From an optimization exercise on the open Yosys and OpenROAD flow, aimed at small area; shortcuts taken in it are not production practice. RTL that was checked went through simulation tests only; none was proved equivalent to the original. For run 1, only the layout was checked, not whether the RTL still works. Power is estimated from default activity; no workload was simulated.

==> flow/design.v, too long to show whole: its modules and the start of the top module <==
// module FIR: 885 lines
// module fa: 4 lines
// module mx: 3 lines
// module mx1: 3 lines
// module ha: 4 lines
// module aoi21: 3 lines
// module nand2: 3 lines
// module nor2: 3 lines
// module oai21: 3 lines
module FIR(
	input				clk,
	input				rst_n,
	input				clk_en,
	input  [15:0]	filter_in,
	output [15:0]	filter_out
);
  // ...
==> flow/flow/run.sh <==
#!/bin/bash
# Layout: the standard ORFS flow (standard.sh), with two changes passed to ORFS
# through its own variables:
#  - the ports are buffered with the smallest buffer (buf_1) instead of the flow's default;
#  - clock tree synthesis uses clkbuf_8 buffers and inserts no dummy loads.
# The full output of the flow goes to flow.log in this folder; ORFS keeps each step's log
# under orfs/logs/.
set -euo pipefail
export BUFFER_PORTS_ARGS="-buffer_cell sky130_fd_sc_hd__buf_1"
export CTS_ARGS="-sink_clustering_enable -repair_clock_nets -buf_list sky130_fd_sc_hd__clkbuf_8 -dont_use_dummy_load"
bash standard.sh > flow.log 2>&1
==> flow/standard.sh <==
#!/bin/bash
# synth_recipe.tcl (not shown) runs the flow's synth.tcl, then flattens the netlist and writes it again
# the make line also repeats each setting of config.mk as NAME=value (left out here)
make -C /OpenROAD-flow-scripts/flow DESIGN_CONFIG=/design/flow/config.mk WORK_HOME=/design/flow/orfs CLKGATE_MAP_FILE= SYNTH_SCRIPT=/design/flow/synth_recipe.tcl "${@:-finish}"
==> flow/config.mk <==
export PLATFORM = sky130hd
export DESIGN_NAME = FIR
export DESIGN_NICKNAME = FIR
export VERILOG_FILES = /design/flow/design.v
export SDC_FILE = /design/flow/constraint.sdc
export NUM_CORES = 4
export LEC_CHECK = 0
export CAP_MARGIN = 20
export CORE_MARGIN = 2
export CORE_UTILIZATION = 40
export SLEW_MARGIN = 20
export SYNTH_HIERARCHICAL = 1
==> flow/constraint.sdc <==
create_clock -name core_clock -period 6.0 [get_ports {clk}]
set_input_delay 1.2000 -clock core_clock [delete_from_list [all_inputs] [get_ports {clk}]]
set_output_delay 1.2000 -clock core_clock [all_outputs]
set_load 0.01 [all_outputs]
==> flow_summary.toml, run 1 <==
[logic_synthesis]
yosysTopAreaCell = "fa_1"
synth_ff_type = "dfxtp_1"
synth_common_cells = "fa_1, dfxtp_1, a22o_1"
synth-compound-area-share = 0.188
ys_top_cells_by_area = "fa_1, dfxtp_1, a22o_1"
synth_fa_ha_area_frac = 0.418
synth_nets = 1341
synth.mux.area_fraction = 0
synth_xor_area_frac = 0.0337

[setup_path]
worstRegToRegCells = 17
worstSetupStartpointType = "flop"
cp_num_buf_inv = 0
timing_worst_setup_path_type = "flop to flop"
max_stage_delay_ns = 0.50
path_cells = "ha_1 > ha_1 > o211ai_1 > a21boi_1 > o31a_1 > o21ai_1 > a31oi_1 > nor2_1 > xnor2_1 > fa_1 > fa_1 > fa_1 > fa_1 > ha_1 > fa_1 > fa_1 > a22o_1"

[route]
drt-wirelength-per-cell_um = 20.5
drt-met1-wl_mm = 13.9
top_layer = "met4"

[global_route]
grt_use_met2 = 0.327
use_met1 = 0.262
antenna_found_initial = 0

[place]
dpl.hpwl_mm = 24.1
place_congestion = 0.851

[clocking]
cts_resized = 0
cts_sinks = 196

[power_and_ir_drop]
total_power_mw = 3.21
p_leak_nw = 6.51
power.density_nw_per_um2 = 228

[floorplan]
io_pins = 35
dieHeight_um = 184

[cells_and_area]
clock_area_frac = 0.0166
final_common_cell = "fa_1"
post-route-cell-area_um2 = 14100
n_all_inverters = 65
seqCellArea_um2 = 4010

[status]
outcome = "timing/DRC/antenna clean"

[sta]
setup_viol = 0
worstMarginPinSlew_ns = 1.02
==> run 2, diff against run 1 <==
--- a/flow/design.v
+++ b/flow/design.v
@@ -566,104 +566,100 @@
 wire k825 = (c775 & s776) | (c775 & k824) | (s776 & k824);
 wire k826 = (c777 & s778) | (c777 & k825) | (s778 & k825);
 wire k827 = (c779 & s780) | (c779 & k826) | (s780 & k826);
 wire k828 = (c781 & s782) | (c781 & k827) | (s782 & k827);
 wire k829 = (c783 & s784) | (c783 & k828) | (s784 & k828);
 wire k830 = (c785 & s786) | (c785 & k829) | (s786 & k829);
 wire k831 = (c787 & s788) | (c787 & k830) | (s788 & k830);
 wire k832 = (c789 & s790) | (c789 & k831) | (s790 & k831);
-wire s833, c834; ha us833 (.a(c791), .b(s792), .s(s833), .co(c834));
-wire s835, c836; ha us835 (.a(c793), .b(s794), .s(s835), .co(c836));
-wire s837, c838; ha us837 (.a(c795), .b(s796), .s(s837), .co(c838));
-wire s839, c840; ha us839 (.a(c797), .b(s798), .s(s839), .co(c840));
-wire s841, c842; ha us841 (.a(c799), .b(s800), .s(s841), .co(c842));
-wire s843, c844; ha us843 (.a(c801), .b(s802), .s(s843), .co(c844));
-wire s845, c846; ha us845 (.a(c803), .b(s804), .s(s845), .co(c846));
-wire s847, c848; ha us847 (.a(c805), .b(s806), .s(s847), .co(c848));
-wire s849, c850; ha us849 (.a(c807), .b(s808), .s(s849), .co(c850));
-wire s851, c852; ha us851 (.a(c809), .b(s810), .s(s851), .co(c852));
-wire s853, c854; ha us853 (.a(c811), .b(s812), .s(s853), .co(c854));
-wire s855, c856; ha us855 (.a(c813), .b(s814), .s(s855), .co(c856));
-wire s857, c858; ha us857 (.a(c815), .b(s816), .s(s857), .co(c858));
-wire s859, c860; ha us859 (.a(c817), .b(s818), .s(s859), .co(c860));
-wire s861, c862; ha us861 (.a(c819), .b(s820), .s(s861), .co(c862));
-wire s863, c864; ha us863 (.a(c821), .b(s822), .s(s863), .co(c864));
-wire s865, c866; ha us865 (.a(c823), .b(1'b1), .s(s865), .co(c866));
-wire Sag867 = c834 | (s833 & k832);
-wire Sag868 = c836 | (s835 & Sag867);
-wire Sag869 = c840 | (s839 & c838);
-wire Sap870 = s839 & s837;
-wire Sag871 = c844 | (s843 & c842);
-wire Sap872 = s843 & s841;
-wire Sag873 = c848 | (s847 & c846);
-wire Sap874 = s847 & s845;
-wire Sag875 = c852 | (s851 & c850);
-wire Sap876 = s851 & s849;
-wire Sag877 = c856 | (s855 & c854);
-wire Sap878 = s855 & s853;
-wire Sag879 = c860 | (s859 & c858);
-wire Sap880 = s859 & s857;
-wire Sag881 = c864 | (s863 & c862);
-wire Sap882 = s863 & s861;
-wire Sag883 = 1'b0 | (1'b1 & c866);
-wire Sap884 = 1'b1 & s865;
-wire Sag885 = c838 | (s837 & Sag868);
-wire Sag886 = Sag869 | (Sap870 & Sag868);
-wire Sag887 = c846 | (s845 & Sag871);
-wire Sap888 = s845 & Sap872;
-wire Sag889 = Sag873 | (Sap874 & Sag871);
-wire Sap890 = Sap874 & Sap872;
-wire Sag891 = c854 | (s853 & Sag875);
-wire Sap892 = s853 & Sap876;
-wire Sag893 = Sag877 | (Sap878 & Sag875);
-wire Sap894 = Sap878 & Sap876;
-wire Sag895 = c862 | (s861 & Sag879);
-wire Sap896 = s861 & Sap880;
-wire Sag897 = Sag881 | (Sap882 & Sag879);
-wire Sap898 = Sap882 & Sap880;
-wire Sag899 = c842 | (s841 & Sag886);
-wire Sag900 = Sag871 | (Sap872 & Sag886);
-wire Sag901 = Sag887 | (Sap888 & Sag886);
-wire Sag902 = Sag889 | (Sap890 & Sag886);
-wire Sag903 = c858 | (s857 & Sag893);
-wire Sap904 = s857 & Sap894;
-wire Sag905 = Sag879 | (Sap880 & Sag893);
-wire Sap906 = Sap880 & Sap894;
-wire Sag907 = Sag895 | (Sap896 & Sag893);
-wire Sap908 = Sap896 & Sap894;
-wire Sag909 = Sag897 | (Sap898 & Sag893);
-wire Sap910 = Sap898 & Sap894;
-wire Sag911 = c850 | (s849 & Sag902);
-wire Sag912 = Sag875 | (Sap876 & Sag902);
-wire Sag913 = Sag891 | (Sap892 & Sag902);
-wire Sag914 = Sag893 | (Sap894 & Sag902);
-wire Sag915 = Sag903 | (Sap904 & Sag902);
-wire Sag916 = Sag905 | (Sap906 & Sag902);
-wire Sag917 = Sag907 | (Sap908 & Sag902);
-wire Sag918 = Sag909 | (Sap910 & Sag902);
-wire Sag919 = c866 | (s865 & Sag918);
-wire Sag920 = Sag883 | (Sap884 & Sag918);
-wire Sax921 = s837 ^ Sag868;
-wire Sax922 = s839 ^ Sag885;
-wire Sax923 = s841 ^ Sag886;
-wire Sax924 = s843 ^ Sag899;
-wire Sax925 = s845 ^ Sag900;
-wire Sax926 = s847 ^ Sag901;
-wire Sax927 = s849 ^ Sag902;
-wire Sax928 = s851 ^ Sag911;
-wire Sax929 = s853 ^ Sag912;
-wire Sax930 = s855 ^ Sag913;
-wire Sax931 = s857 ^ Sag914;
-wire Sax932 = s859 ^ Sag915;
-wire Sax933 = s861 ^ Sag916;
-wire Sax934 = s863 ^ Sag917;
-wire Sax935 = s865 ^ Sag918;
-wire Sax936 = 1'b1 ^ Sag919;
-wire [15:0] S = {Sax936, Sax935, Sax934, Sax933, Sax932, Sax931, Sax930, Sax929, Sax928, Sax927, Sax926, Sax925, Sax924, Sax923, Sax922, Sax921};
+wire k833 = (c791 & s792) | (c791 & k832) | (s792 & k832);
+wire k834 = (c793 & s794) | (c793 & k833) | (s794 & k833);
+wire s835, c836; ha us835 (.a(c795), .b(s796), .s(s835), .co(c836));
+wire s837, c838; ha us837 (.a(c797), .b(s798), .s(s837), .co(c838));
+wire s839, c840; ha us839 (.a(c799), .b(s800), .s(s839), .co(c840));
+wire s841, c842; ha us841 (.a(c801), .b(s802), .s(s841), .co(c842));
+wire s843, c844; ha us843 (.a(c803), .b(s804), .s(s843), .co(c844));
+wire s845, c846; ha us845 (.a(c805), .b(s806), .s(s845), .co(c846));
+wire s847, c848; ha us847 (.a(c807), .b(s808), .s(s847), .co(c848));
+wire s849, c850; ha us849 (.a(c809), .b(s810), .s(s849), .co(c850));
+wire s851, c852; ha us851 (.a(c811), .b(s812), .s(s851), .co(c852));
+wire s853, c854; ha us853 (.a(c813), .b(s814), .s(s853), .co(c854));
+wire s855, c856; ha us855 (.a(c815), .b(s816), .s(s855), .co(c856));
+wire s857, c858; ha us857 (.a(c817), .b(s818), .s(s857), .co(c858));
+wire s859, c860; ha us859 (.a(c819), .b(s820), .s(s859), .co(c860));
+wire s861, c862; ha us861 (.a(c821), .b(s822), .s(s861), .co(c862));
+wire s863, c864; ha us863 (.a(c823), .b(1'b1), .s(s863), .co(c864));
+wire Sag865 = c836 | (s835 & k834);
+wire Sag866 = c838 | (s837 & Sag865);
+wire Sag867 = c842 | (s841 & c840);
+wire Sap868 = s841 & s839;
+wire Sag869 = c846 | (s845 & c844);
+wire Sap870 = s845 & s843;
+wire Sag871 = c850 | (s849 & c848);
+wire Sap872 = s849 & s847;
+wire Sag873 = c854 | (s853 & c852);
+wire Sap874 = s853 & s851;
+wire Sag875 = c858 | (s857 & c856);
+wire Sap876 = s857 & s855;
+wire Sag877 = c862 | (s861 & c860);
+wire Sap878 = s861 & s859;
+wire Sag879 = 1'b0 | (1'b1 & c864);
+wire Sap880 = 1'b1 & s863;
+wire Sag881 = c840 | (s839 & Sag866);
+wire Sag882 = Sag867 | (Sap868 & Sag866);
+wire Sag883 = c848 | (s847 & Sag869);
+wire Sap884 = s847 & Sap870;
+wire Sag885 = Sag871 | (Sap872 & Sag869);
+wire Sap886 = Sap872 & Sap870;
+wire Sag887 = c856 | (s855 & Sag873);
+wire Sap888 = s855 & Sap874;
+wire Sag889 = Sag875 | (Sap876 & Sag873);
+wire Sap890 = Sap876 & Sap874;
+wire Sag891 = c864 | (s863 & Sag877);
+wire Sap892 = s863 & Sap878;
+wire Sag893 = Sag879 | (Sap880 & Sag877);
+wire Sap894 = Sap880 & Sap878;
+wire Sag895 = c844 | (s843 & Sag882);
+wire Sag896 = Sag869 | (Sap870 & Sag882);
+wire Sag897 = Sag883 | (Sap884 & Sag882);
+wire Sag898 = Sag885 | (Sap886 & Sag882);
+wire Sag899 = c860 | (s859 & Sag889);
+wire Sap900 = s859 & Sap890;
+wire Sag901 = Sag877 | (Sap878 & Sag889);
+wire Sap902 = Sap878 & Sap890;
+wire Sag903 = Sag891 | (Sap892 & Sag889);
+wire Sap904 = Sap892 & Sap890;
+wire Sag905 = Sag893 | (Sap894 & Sag889);
+wire Sap906 = Sap894 & Sap890;
+wire Sag907 = c852 | (s851 & Sag898);
+wire Sag908 = Sag873 | (Sap874 & Sag898);
+wire Sag909 = Sag887 | (Sap888 & Sag898);
+wire Sag910 = Sag889 | (Sap890 & Sag898);
+wire Sag911 = Sag899 | (Sap900 & Sag898);
+wire Sag912 = Sag901 | (Sap902 & Sag898);
+wire Sag913 = Sag903 | (Sap904 & Sag898);
+wire Sag914 = Sag905 | (Sap906 & Sag898);
+wire Sax915 = s835 ^ k834;
+wire Sax916 = s837 ^ Sag865;
+wire Sax917 = s839 ^ Sag866;
+wire Sax918 = s841 ^ Sag881;
+wire Sax919 = s843 ^ Sag882;
+wire Sax920 = s845 ^ Sag895;
+wire Sax921 = s847 ^ Sag896;
+wire Sax922 = s849 ^ Sag897;
+wire Sax923 = s851 ^ Sag898;
+wire Sax924 = s853 ^ Sag907;
+wire Sax925 = s855 ^ Sag908;
+wire Sax926 = s857 ^ Sag909;
+wire Sax927 = s859 ^ Sag910;
+wire Sax928 = s861 ^ Sag911;
+wire Sax929 = s863 ^ Sag912;
+wire Sax930 = 1'b1 ^ Sag913;
+wire [15:0] S = {Sax930, Sax929, Sax928, Sax927, Sax926, Sax925, Sax924, Sax923, Sax922, Sax921, Sax920, Sax919, Sax918, Sax917, Sax916, Sax915};
 wire [34:0] R_in = {c649, s648, s646, s644, c643, s606, c605, s642, s640, c639, s600, c599, s638, s636, c635, s594, c593, s634, s632, c631, s588, c587, s630, s628, s626, c625, s580, c579, s624, s622, s620, s618, s616, s614, s612};
 wire [15:0] d1_n;
 mx md1_n0 (.s1(ld), .a(d0[0]), .s0(hold), .b(d1[0]), .y(d1_n[0]));
 mx md1_n1 (.s1(ld), .a(d0[1]), .s0(hold), .b(d1[1]), .y(d1_n[1]));
 mx md1_n2 (.s1(ld), .a(d0[2]), .s0(hold), .b(d1[2]), .y(d1_n[2]));
 mx md1_n3 (.s1(ld), .a(d0[3]), .s0(hold), .b(d1[3]), .y(d1_n[3]));
 mx md1_n4 (.s1(ld), .a(d0[4]), .s0(hold), .b(d1[4]), .y(d1_n[4]));
 mx md1_n5 (.s1(ld), .a(d0[5]), .s0(hold), .b(d1[5]), .y(d1_n[5]));
==> flow/config.mk (replaced) <==
export PLATFORM = sky130hd
export DESIGN_NAME = FIR
export DESIGN_NICKNAME = FIR
export VERILOG_FILES = /design/flow/design.v
export SDC_FILE = /design/flow/constraint.sdc
export NUM_CORES = 4
export LEC_CHECK = 0
export CAP_MARGIN = 20
export CORE_MARGIN = 2
export CORE_UTILIZATION = 50
export SLEW_MARGIN = 20
export SYNTH_HIERARCHICAL = 1
==> flow_summary.toml, run 2 <==
[status]
outcome = "timing/DRC/antenna clean"

[clocking]
cts_setup_buffers = 0
clk_latency_ns = 0.49
tritoncts = "built"
h-tree-depth = 4
cts_sinks = 196
cts_buffer_depth = 2
cts-root-buf = "clkbuf_8"
path_clk_slew_ns = 0.08
numCtsBuffers = 17

[route]
wirelength_mm = 30.0
drt-wirelength-per-cell_um = 21.4
initialDrtViolationCount = 457
dr_total_vias = 8065
dr_wl_met2_mm = 15.2
wl_met3_um = 821
detail-route-antenna-nets = 0
drt_first_pass_iters = 4
routed_via_density = 5.76
route.detailed.drc = 0
top_layer = "met4"
drt-met1-wl_mm = 13.3

[cells_and_area]
seqCellArea_um2 = 4010
areaGrowthSynthToFinish_pct = 7.72
instances_no_fill = 1401
largest_register = "R"
nets = 1401
final_common_cell = "fa_1"
n_fill_cell = 2145
multi_input_area_um2 = 8720
largest_reg_flops = 35
layout_common_cells = "fa_1, dfxtp_1, a22o_1, ha_1, inv_1"
drive_above_1_share = 0.0719
diodes = 0

[setup_path]
arrival_ns = 6.00
slowest_stage = "fa_1"
timing_worst_setup_path_type = "flop to flop"
path_max_fanout = 4
path_delay_family = "adder cells"
crit_start = "d5[1]$_DFF_P_"
reg2reg_from = "d5[1]$_DFF_P_"
worstSetupStartpointType = "flop"
max_stage_delay_ns = 0.56
crit_required_ns = 6.34
path_common_cell = "fa_1"
cp_num_buf_inv = 0
end_kind = "flop"
path_cells = "ha_1 > ha_1 > o21ai_1 > o2bb2ai_1 > nor2_1 > nor2_1 > nor2b_1 > nor2_1 > o21bai_1 > ha_1 > nor2_1 > xnor2_1 > fa_1 > fa_1 > fa_1 > fa_1 > ha_1 > fa_1 > a221o_1"

[logic_synthesis]
ys_top_cells_by_area = "fa_1, dfxtp_1, a22o_1"
synth_edf_count = 0
syn_area_um2 = 12900
yosys_warnings = 7
synth_top_area_share = 0.319
synth.most_common_cell = "fa_1"
yosys_register_bits = 196
synth_common_cells = "fa_1, dfxtp_1, a22o_1"
async_reset_ff_frac = 0.0867
synth_ff_type = "dfxtp_1"
syn_area_per_cell_um2 = 13.0
synth_nets = 1326
ys_types = 46
synthCells = 998
ys_seq_area_frac = 0.310
yosysTopAreaCell = "fa_1"

[global_route]
grt_pass1_vias = 8599
grt.total_usage = 0.239
grt_pass1_wl_mm = 48.2
antenna_found_initial = 0
grt-ovfl-total = 0
grt_max_degree = 180

[floorplan]
initial_utilization = 0.512
die-area_um2 = 27200
dieHeight_um = 165
rows = 58
core_area_um2 = 25300
fp.dieW_um = 165
io_pins = 35

[sta]
skew_ns = 0.0514
rsz0062_at_grt = "false"
worstMarginPinSlew_ns = 0.926
max_slew_margin = 0.383
fmax_mhz = 177
tns_ns = 0
fin_crit_ns = 5.66
finalHoldViolations = 0
setup_viol = 0
post-route-period-util = 0.944
finalMaxSlewViolations = 0

[place]
dpl.hpwl_mm = 23.4
placed_cells = 1384
place_congestion = 0.891
io_buffers = 34

[min_path]
hold_path.class = "flop to flop"
hold_start = "d1[0]$_DFF_P_"

[power_and_ir_drop]
peakVddDrop_uv = 160
p_leak_nw = 6.55
total_power_mw = 3.15
power.density_nw_per_um2 = 226

[run]
maxCapViolCount = 0
-- run 2: timing repair --
item,in CTS,in global routing
resized for setup,0,5
hold buffers,0,0
setup endpoints to repair,0,3
-- run 2: layout make-up --
class | count | area share
Inverter | 61 | 0.0168
Clock buffer | 17 | 0.0168
Multi-Input combinational cell | 740 | 0.626
Tap cell | 330 | 0.0296
Sequential cell | 196 | 0.288
Timing Repair Buffer | 57 | 0.0225
-- run 2: power breakdown --
| group | internal, mW | switching (mW) |
|---|---|---|
| Sequential | 1.40 | 0.0784 |
| Combinational | 0.462 | 0.523 |
| Clock | 0.252 | 0.430 |
-- run 2: logic make-up (layout without fill, tap and decap cells) --
kind of cell	Yosys count	in the layout	synth area share
AO/OA/AOI/OAI	294	294	0.187
XOR/XNOR	54	54	0.0366
adder cells (fa/ha/maj)	311	311	0.420
buffers and inverters	62	135	0.0180
flip-flops	196	196	0.310
other	2	2	0.000581
AND/OR/NAND/NOR	79	79	0.0280
-- run 2: worst paths after layout --
path / end / slack (ns) / depth (start not counted)
max in group asynchronous: out[4]$_DFF_PN0_ / 4.60 / 1
worst min-delay path: d1[0]$_DFF_P_ / 0.47 / 1
worst max register to register: R[17]$_DFF_P_ / 0.34 / 19
min in group asynchronous: out[7]$_DFF_PN0_ / 0.81 / 1
worst min register to register: d1[0]$_DFF_P_ / 0.47 / 1
worst max-delay path: R[17]$_DFF_P_ / 0.34 / 19
-- run 2: per-module statistics from Yosys (local to each module, per instance) --
module / cell area (um^2) / cells inside
aoi21: 8.76 / 1
nor2: 3.75 / 1
mx: 8.76 / 1
oai21: 5.00 / 1
fa: 20.0 / 1
nand2: 3.75 / 1
mx1: 10.0 / 1
FIR: 5690 / 460
ha: 12.5 / 1
-- run 2: per-stage QoR --
stage | cell area (um^2) | util | worst slack (ns) | hold WS (ns)
after floorplan | 12900 | - | 0.727 | 0.439
after global placement | 13700 | 0.541 | 0.238 | 0.452
after detailed placement | 13700 | 0.541 | 0.180 | 0.457
after CTS | 13900 | 0.550 | 0.157 | 0.480
after global routing | 13900 | 0.552 | 0.0113 | 0.496
final | 13900 | 0.552 | 0.337 | 0.474
-- run 2: per-layer routing --
layer,up-vias,GRT usage
li1,3757,-
met1,4153,0.317
met2,126,0.411
met3,29,0.0342
met4,0,0.0700
met5,-,0
==> run 3, diff against run 2 <==
--- a/flow/config.mk
+++ b/flow/config.mk
@@ -8,5 +8,5 @@
 export CAP_MARGIN = 20
 export CORE_MARGIN = 2
-export CORE_UTILIZATION = 50
+export CORE_UTILIZATION = 40
 export SLEW_MARGIN = 20
 export SYNTH_HIERARCHICAL = 1
==> flow_summary.toml, run 3 <==
[status]
outcome = "timing/DRC/antenna clean"

[sta]
post-route-period-util = 0.943
rsz0062_at_grt = "false"
finalMaxSlewViolations = 0
worstMarginPinSlew_ns = 0.997
max_slew_margin = 0.335
tns_ns = 0
setup_viol = 0
fin_crit_ns = 5.66
finalHoldViolations = 0
skew_ns = 0.0287
finalWorstSetupSlack_ns = 0.342
fmax_mhz = 177

[logic_synthesis]
synth_edf_count = 0
ys_seq_area_frac = 0.310
async_reset_ff_frac = 0.0867
ys_types = 46
synth_nets = 1326
ys_top_cells_by_area = "fa_1, dfxtp_1, a22o_1"
synth_ff_type = "dfxtp_1"
synth_top_area_share = 0.319
yosys_register_bits = 196
yosysTopAreaCell = "fa_1"
syn_area_um2 = 12900
synth.most_common_cell = "fa_1"
yosys_warnings = 7
synthCells = 998
syn_area_per_cell_um2 = 13.0
synth_common_cells = "fa_1, dfxtp_1, a22o_1"

[global_route]
grt_pass1_vias = 8615
grt.total_usage = 0.191
grt-ovfl-total = 0
grt_pass1_wl_mm = 48.6
grt_max_degree = 180
antenna_found_initial = 0

[route]
dr_total_vias = 8096
drt_first_pass_iters = 5
routed_via_density = 5.50
initialDrtViolationCount = 466
wirelength_mm = 29.9
drt-wirelength-per-cell_um = 20.3
route.detailed.drc = 0
detail-route-antenna-nets = 0

[place]
place_congestion = 0.879
io_buffers = 34
place_ws_ns = 0.276
dpl.hpwl_mm = 23.5

[power_and_ir_drop]
total_power_mw = 3.16
p_sw_frac = 0.330
p_clk_frac = 0.217
peakVddDrop_uv = 159
p_switching_mw = 1.04
intPower_mw = 2.12
comb_power_share = 0.315
p_leak_nw = 6.54
power.density_nw_per_um2 = 225
p_seq_frac = 0.468

[cells_and_area]
nets = 1399
drive_above_1_share = 0.0739
largest_register = "R"
fin_util = 0.442
final_common_cell = "fa_1"
areaGrowthSynthToFinish_pct = 8.50
diodes = 0
layout_common_cells = "fa_1, dfxtp_1, a22o_1, ha_1, inv_1"
largest_reg_flops = 35

[floorplan]
initial_utilization = 0.408
rows = 65
dieHeight_um = 184
io_pins = 35
die-area_um2 = 33800
fp.dieW_um = 184
core_area_um2 = 31700

[setup_path]
path_delay_family = "adder cells"
slowest_stage = "fa_1"
path_cells = "ha_1 > ha_1 > o211ai_1 > nand2_1 > a21o_1 > a21o_1 > a21oi_1 > xnor2_1 > inv_1 > fa_1 > fa_1 > fa_1 > fa_1 > ha_1 > fa_1 > fa_1 > a221o_1"
timing_worst_setup_path_type = "flop to flop"
arrival_ns = 6.01
end_kind = "flop"
path_max_fanout = 4
cp_num_buf_inv = 1
worstSetupStartpointType = "flop"
max_stage_delay_ns = 0.54
path_common_cell = "fa_1"
crit_required_ns = 6.35

[min_path]
hold_path.class = "flop to flop"

[clocking]
h-tree-depth = 4
clk_latency_ns = 0.49
cts_setup_buffers = 0
path_clk_slew_ns = 0.10
cts_buffer_depth = 2
numCtsBuffers = 17
cts-root-buf = "clkbuf_8"
cts_sinks = 196
tritoncts = "built"

[run]
maxCapViolCount = 0
run 3: cell counts after synthesis:
Identical to the previous run, type by type.
run 3: final cells by class:
cell class | count | area, um^2
clock buffers | 17 | 234
fillers | 2911 | 17700
well taps | 402 | 503
flip-flops and latches | 196 | 4010
repair buffers | 55 | 312
multi-input cells | 740 | 8730
inverters | 61 | 234
run 3: final timing paths:
check	depth (start not counted)	from	endpoint	slack (ns)
max	17	d8[1]$_DFF_P_	R[12]$_DFF_P_	0.34
min	1	R[32]$_DFF_P_	R[32]$_DFF_P_	0.47
max reg2reg	17	d8[1]$_DFF_P_	R[12]$_DFF_P_	0.34
min reg2reg	1	R[32]$_DFF_P_	R[32]$_DFF_P_	0.47
max in group asynchronous	1	rst_n	out[13]$_DFF_PN0_	4.55
min in group asynchronous	1	rst_n	out[4]$_DFF_PN0_	0.83
run 3: worst reg2reg max path: stages, from the launching register on:
cell	delay (ns)
dfxtp_1	0.45
ha_1	0.28
ha_1	0.20
o211ai_1	0.17
nand2_1	0.18
a21o_1	0.23
a21o_1	0.20
a21oi_1	0.18
xnor2_1	0.28
inv_1	0.14
fa_1	0.47
fa_1	0.47
fa_1	0.55
fa_1	0.42
ha_1	0.20
fa_1	0.38
fa_1	0.43
a221o_1	0.31
run 3: power groups by stage:
stage / clock network (mW) / registers (mW) / logic [mW]
2_1_floorplan: 0 / 1.51 / 0.687
3_3_place_gp: 0 / 1.51 / 0.991
3_5_place_dp: 0 / 1.51 / 1.01
4_1_cts: 0.706 / 1.48 / 1.01
5_1_grt: 0.753 / 1.49 / 1.14
6_report: 0.686 / 1.48 / 0.995
run 3: per-stage QoR:
step / hold slack, ns / instance area, um^2 / instances
after floorplan: 0.439 / 12900 / 998
after global placement: 0.453 / 13800 / 1454
after detailed placement: 0.453 / 13800 / 1454
after CTS: 0.478 / 14000 / 1471
after global routing: 0.490 / 14000 / 1471
final: 0.474 / 14000 / 1471
run 3: per-module statistics from Yosys (local to each module, per instance), a selection:
module | times used | cells | flip-flops and latches | area (um^2)
FIR | 1 | 460 | 196 | 5690
fa | 206 | 1 | 0 | 20.0
ha | 87 | 1 | 0 | 12.5
mx1 | 17 | 1 | 0 | 10.0
aoi21 | 18 | 1 | 0 | 8.76
oai21 | 14 | 1 | 0 | 5.00
nand2 | 15 | 1 | 0 | 3.75
nor2 | 3 | 1 | 0 | 3.75
run 3: what timing repair did:
action                     CTS  global route
gates resized for setup      0             7
hold endpoints to repair     0             0
hold buffers                 0             0
setup endpoints to repair    0             4
run 3: cells by family after synthesis:
family,after synthesis,share of synthesized area
simple gates,79,0.0280
other cells,2,0.000581
compound gates,294,0.187
flops,196,0.310
fa+ha+maj,311,0.420
buf+inv,62,0.0180
xor+xnor,54,0.0366
run 3: metal layers:
layer	routed length, um	GRT usage	vias to the layer above
met5	0	0	-
met4	768	0.0589	0
met3	755	0.0291	41
met2	15000	0.323	133
met1	13400	0.253	4169
li1	-	-	3753
==> run 4, diff against run 3 <==
--- a/flow/flow/run.sh
+++ b/flow/flow/run.sh
@@ -8,4 +8,4 @@
 set -euo pipefail
 export BUFFER_PORTS_ARGS="-buffer_cell sky130_fd_sc_hd__buf_1"
-export CTS_ARGS="-sink_clustering_enable -repair_clock_nets -buf_list sky130_fd_sc_hd__clkbuf_8 -dont_use_dummy_load"
+export CTS_ARGS="-sink_clustering_enable -repair_clock_nets -buf_list sky130_fd_sc_hd__clkbuf_8 -dont_use_dummy_load -sink_clustering_size 24 -sink_clustering_max_diameter 120"
 bash standard.sh > flow.log 2>&1
==> flow_summary.toml, run 4 <==
[route]
routed_via_density = 5.50
wirelength_mm = 29.9
initialDrtViolationCount = 466
detail-route-antenna-nets = 0
dr_total_vias = 8096
drt-wirelength-per-cell_um = 20.3
drt_first_pass_iters = 5
route.detailed.drc = 0

[logic_synthesis]
synthCells = 998
yosysTopAreaCell = "fa_1"
yosys_warnings = 7
synth_top_area_share = 0.319
ys_seq_area_frac = 0.310
syn_area_um2 = 12900
ys_top_cells_by_area = "fa_1, dfxtp_1, a22o_1"
synth.most_common_cell = "fa_1"
synth_nets = 1326
syn_area_per_cell_um2 = 13.0
synth_edf_count = 0
synth_ff_type = "dfxtp_1"
synth_common_cells = "fa_1, dfxtp_1, a22o_1"
yosys_register_bits = 196
async_reset_ff_frac = 0.0867
ys_types = 46

[sta]
finalMaxSlewViolations = 0
fin_crit_ns = 5.66
setup_viol = 0
skew_ns = 0.0287
rsz0062_at_grt = "false"
fmax_mhz = 177
hold_slack_ns = 0.474
post-route-period-util = 0.943
finalHoldViolations = 0
tns_ns = 0
max_slew_margin = 0.335
worstMarginPinSlew_ns = 0.997

[global_route]
grt_pass1_vias = 8615
grt_max_degree = 180
antenna_found_initial = 0
grt.total_usage = 0.191
grt_pass1_wl_mm = 48.6
grt-ovfl-total = 0

[clocking]
cts_buffer_depth = 2
hold_buffers = 0
path_clk_slew_ns = 0.10
clk_latency_ns = 0.49
numCtsBuffers = 17
h-tree-depth = 4
cts-root-buf = "clkbuf_8"
cts_setup_buffers = 0
cts_resized = 0
tritoncts = "built"
cts_sinks = 196

[floorplan]
core_area_um2 = 31700
fp.dieW_um = 184
initial_utilization = 0.408
dieHeight_um = 184
io_pins = 35
die-area_um2 = 33800
rows = 65

[power_and_ir_drop]
power.density_nw_per_um2 = 225
total_power_mw = 3.16
peakVddDrop_uv = 159
p_leak_nw = 6.54

[status]
outcome = "timing/DRC/antenna clean"

[cells_and_area]
drive_above_1_share = 0.0739
nets = 1399
instances_no_fill = 1471
n_fill_cell = 2911
fin_util = 0.442
areaGrowthSynthToFinish_pct = 8.50
multi_input_area_um2 = 8730
largest_reg_flops = 35
diodes = 0
layout_common_cells = "fa_1, dfxtp_1, a22o_1, ha_1, inv_1"
largest_register = "R"
seqCellArea_um2 = 4010
final_common_cell = "fa_1"

[place]
dpl.hpwl_mm = 23.5
place_congestion = 0.879
placed_cells = 1454
io_buffers = 34

[setup_path]
path_cells = "ha_1 > ha_1 > o211ai_1 > nand2_1 > a21o_1 > a21o_1 > a21oi_1 > xnor2_1 > inv_1 > fa_1 > fa_1 > fa_1 > fa_1 > ha_1 > fa_1 > fa_1 > a221o_1"
path_common_cell = "fa_1"
end_kind = "flop"
arrival_ns = 6.01
timing_worst_setup_path_type = "flop to flop"
path_max_fanout = 4
worstSetupStartpointType = "flop"
max_stage_delay_ns = 0.54
crit_required_ns = 6.35
slowest_stage = "fa_1"

[run]
maxCapViolCount = 0

[min_path]
hold_path.class = "flop to flop"
## run 4: cells by family (layout without fill, tap and decap cells)
logic type | count (synthesis) | after routing | share of synthesized area
buf+inv | 62 | 133 | 0.0180
flops | 196 | 196 | 0.310
other cells | 2 | 2 | 0.000581
compound gates | 294 | 294 | 0.187
simple gates | 79 | 79 | 0.0280
xor+xnor | 54 | 54 | 0.0366
fa+ha+maj | 311 | 311 | 0.420
## run 4: power by group
| part | internal, mW | total (mW) | switching [mW] |
|---|---|---|---|
| combinational | 0.465 | 0.995 | 0.530 |
| sequential | 1.40 | 1.48 | 0.0780 |
| clock | 0.252 | 0.686 | 0.434 |
## run 4: worst max-delay path, delay by kind of cell, from the launching register on
family / cells / cell delay [ns]
compound gates: 5 / 1.09
xor+xnor: 1 / 0.28
fa+ha+maj: 9 / 3.38
buf+inv: 1 / 0.14
flops: 1 / 0.45
simple gates: 1 / 0.18
## run 4: layer usage
| layer | global-route usage | share of wire |
|---|---|---|
| met1 | 0.253 | 0.45 |
| met2 | 0.323 | 0.50 |
| met3 | 0.0291 | 0.025 |
| met4 | 0.0589 | 0.026 |
| met5 | 0 | 0 |
## run 4: area by class of cell
| type | count | share of cell area |
|---|---|---|
| repair buffers | 55 | 0.0222 |
| multi-input cells | 740 | 0.623 |
| flip-flops and latches | 196 | 0.286 |
| inverters | 61 | 0.0167 |
| clock buffers | 17 | 0.0167 |
| well taps | 402 | 0.0359 |
## run 4: path summary, 6_finish.rpt
kind,cells after the start,start,slack (ns),to
setup reg to reg,17,d8[1]$_DFF_P_,0.34,R[12]$_DFF_P_
hold reg to reg,1,R[32]$_DFF_P_,0.47,R[32]$_DFF_P_
hold / removal,1,R[32]$_DFF_P_,0.47,R[32]$_DFF_P_
setup / recovery,17,d8[1]$_DFF_P_,0.34,R[12]$_DFF_P_
min in group asynchronous,1,rst_n,0.83,out[4]$_DFF_PN0_
max in group asynchronous,1,rst_n,4.55,out[13]$_DFF_PN0_
## run 4: stage by stage
stage	setup slack [ns]	area (um^2)
global route	0.0442	14000
global placement	0.328	13800
floorplan	0.727	12900
detailed placement	0.276	13800
CTS	0.220	14000
finish	0.342	14000
## run 4: modules after synthesis (local to each module, per instance)
module / cells inside / cell area [um^2] / times used / flip-flops and latches
mx: 1 / 8.76 / 178 / 0
ha: 1 / 12.5 / 87 / 0
mx1: 1 / 10.0 / 17 / 0
fa: 1 / 20.0 / 206 / 0
nand2: 1 / 3.75 / 15 / 0
FIR: 460 / 5690 / 1 / 196
nor2: 1 / 3.75 / 3 / 0
oai21: 1 / 5.00 / 14 / 0
aoi21: 1 / 8.76 / 18 / 0

## static timing again, ports no longer ideal
The flow's constraints put no driver on any port. The routed layouts listed below were extracted and timed again, unchanged, in two steps. Step 1 assumes that a clkbuf_16 drives the clock port and a buf_2 every other input. Step 2 also shifts input and output timing later by t, the mid clock arrival at the registers, as if the neighbouring blocks saw the same clock. a / b / c = ideal / step 1 / step 2; a / b = the first two.
run | t (ns) | setup slack, ns | worst setup path after step 2 | worst register clock-pin slew, ns | cell pins on the clock port's net
run 1 | 0.514 | 0.278 / 0.278 / 0.278 | register to register | 0.11 / 0.11 | 1
run 2 | 0.506 | 0.337 / 0.337 / 0.337 | register to register | 0.12 / 0.12 | 1
run 3 | 0.520 | 0.342 / 0.342 / 0.342 | register to register | 0.11 / 0.11 | 1
run 4 | 0.520 | 0.342 / 0.342 / 0.342 | register to register | 0.11 / 0.11 | 1
After both steps every run listed still meets setup and hold.
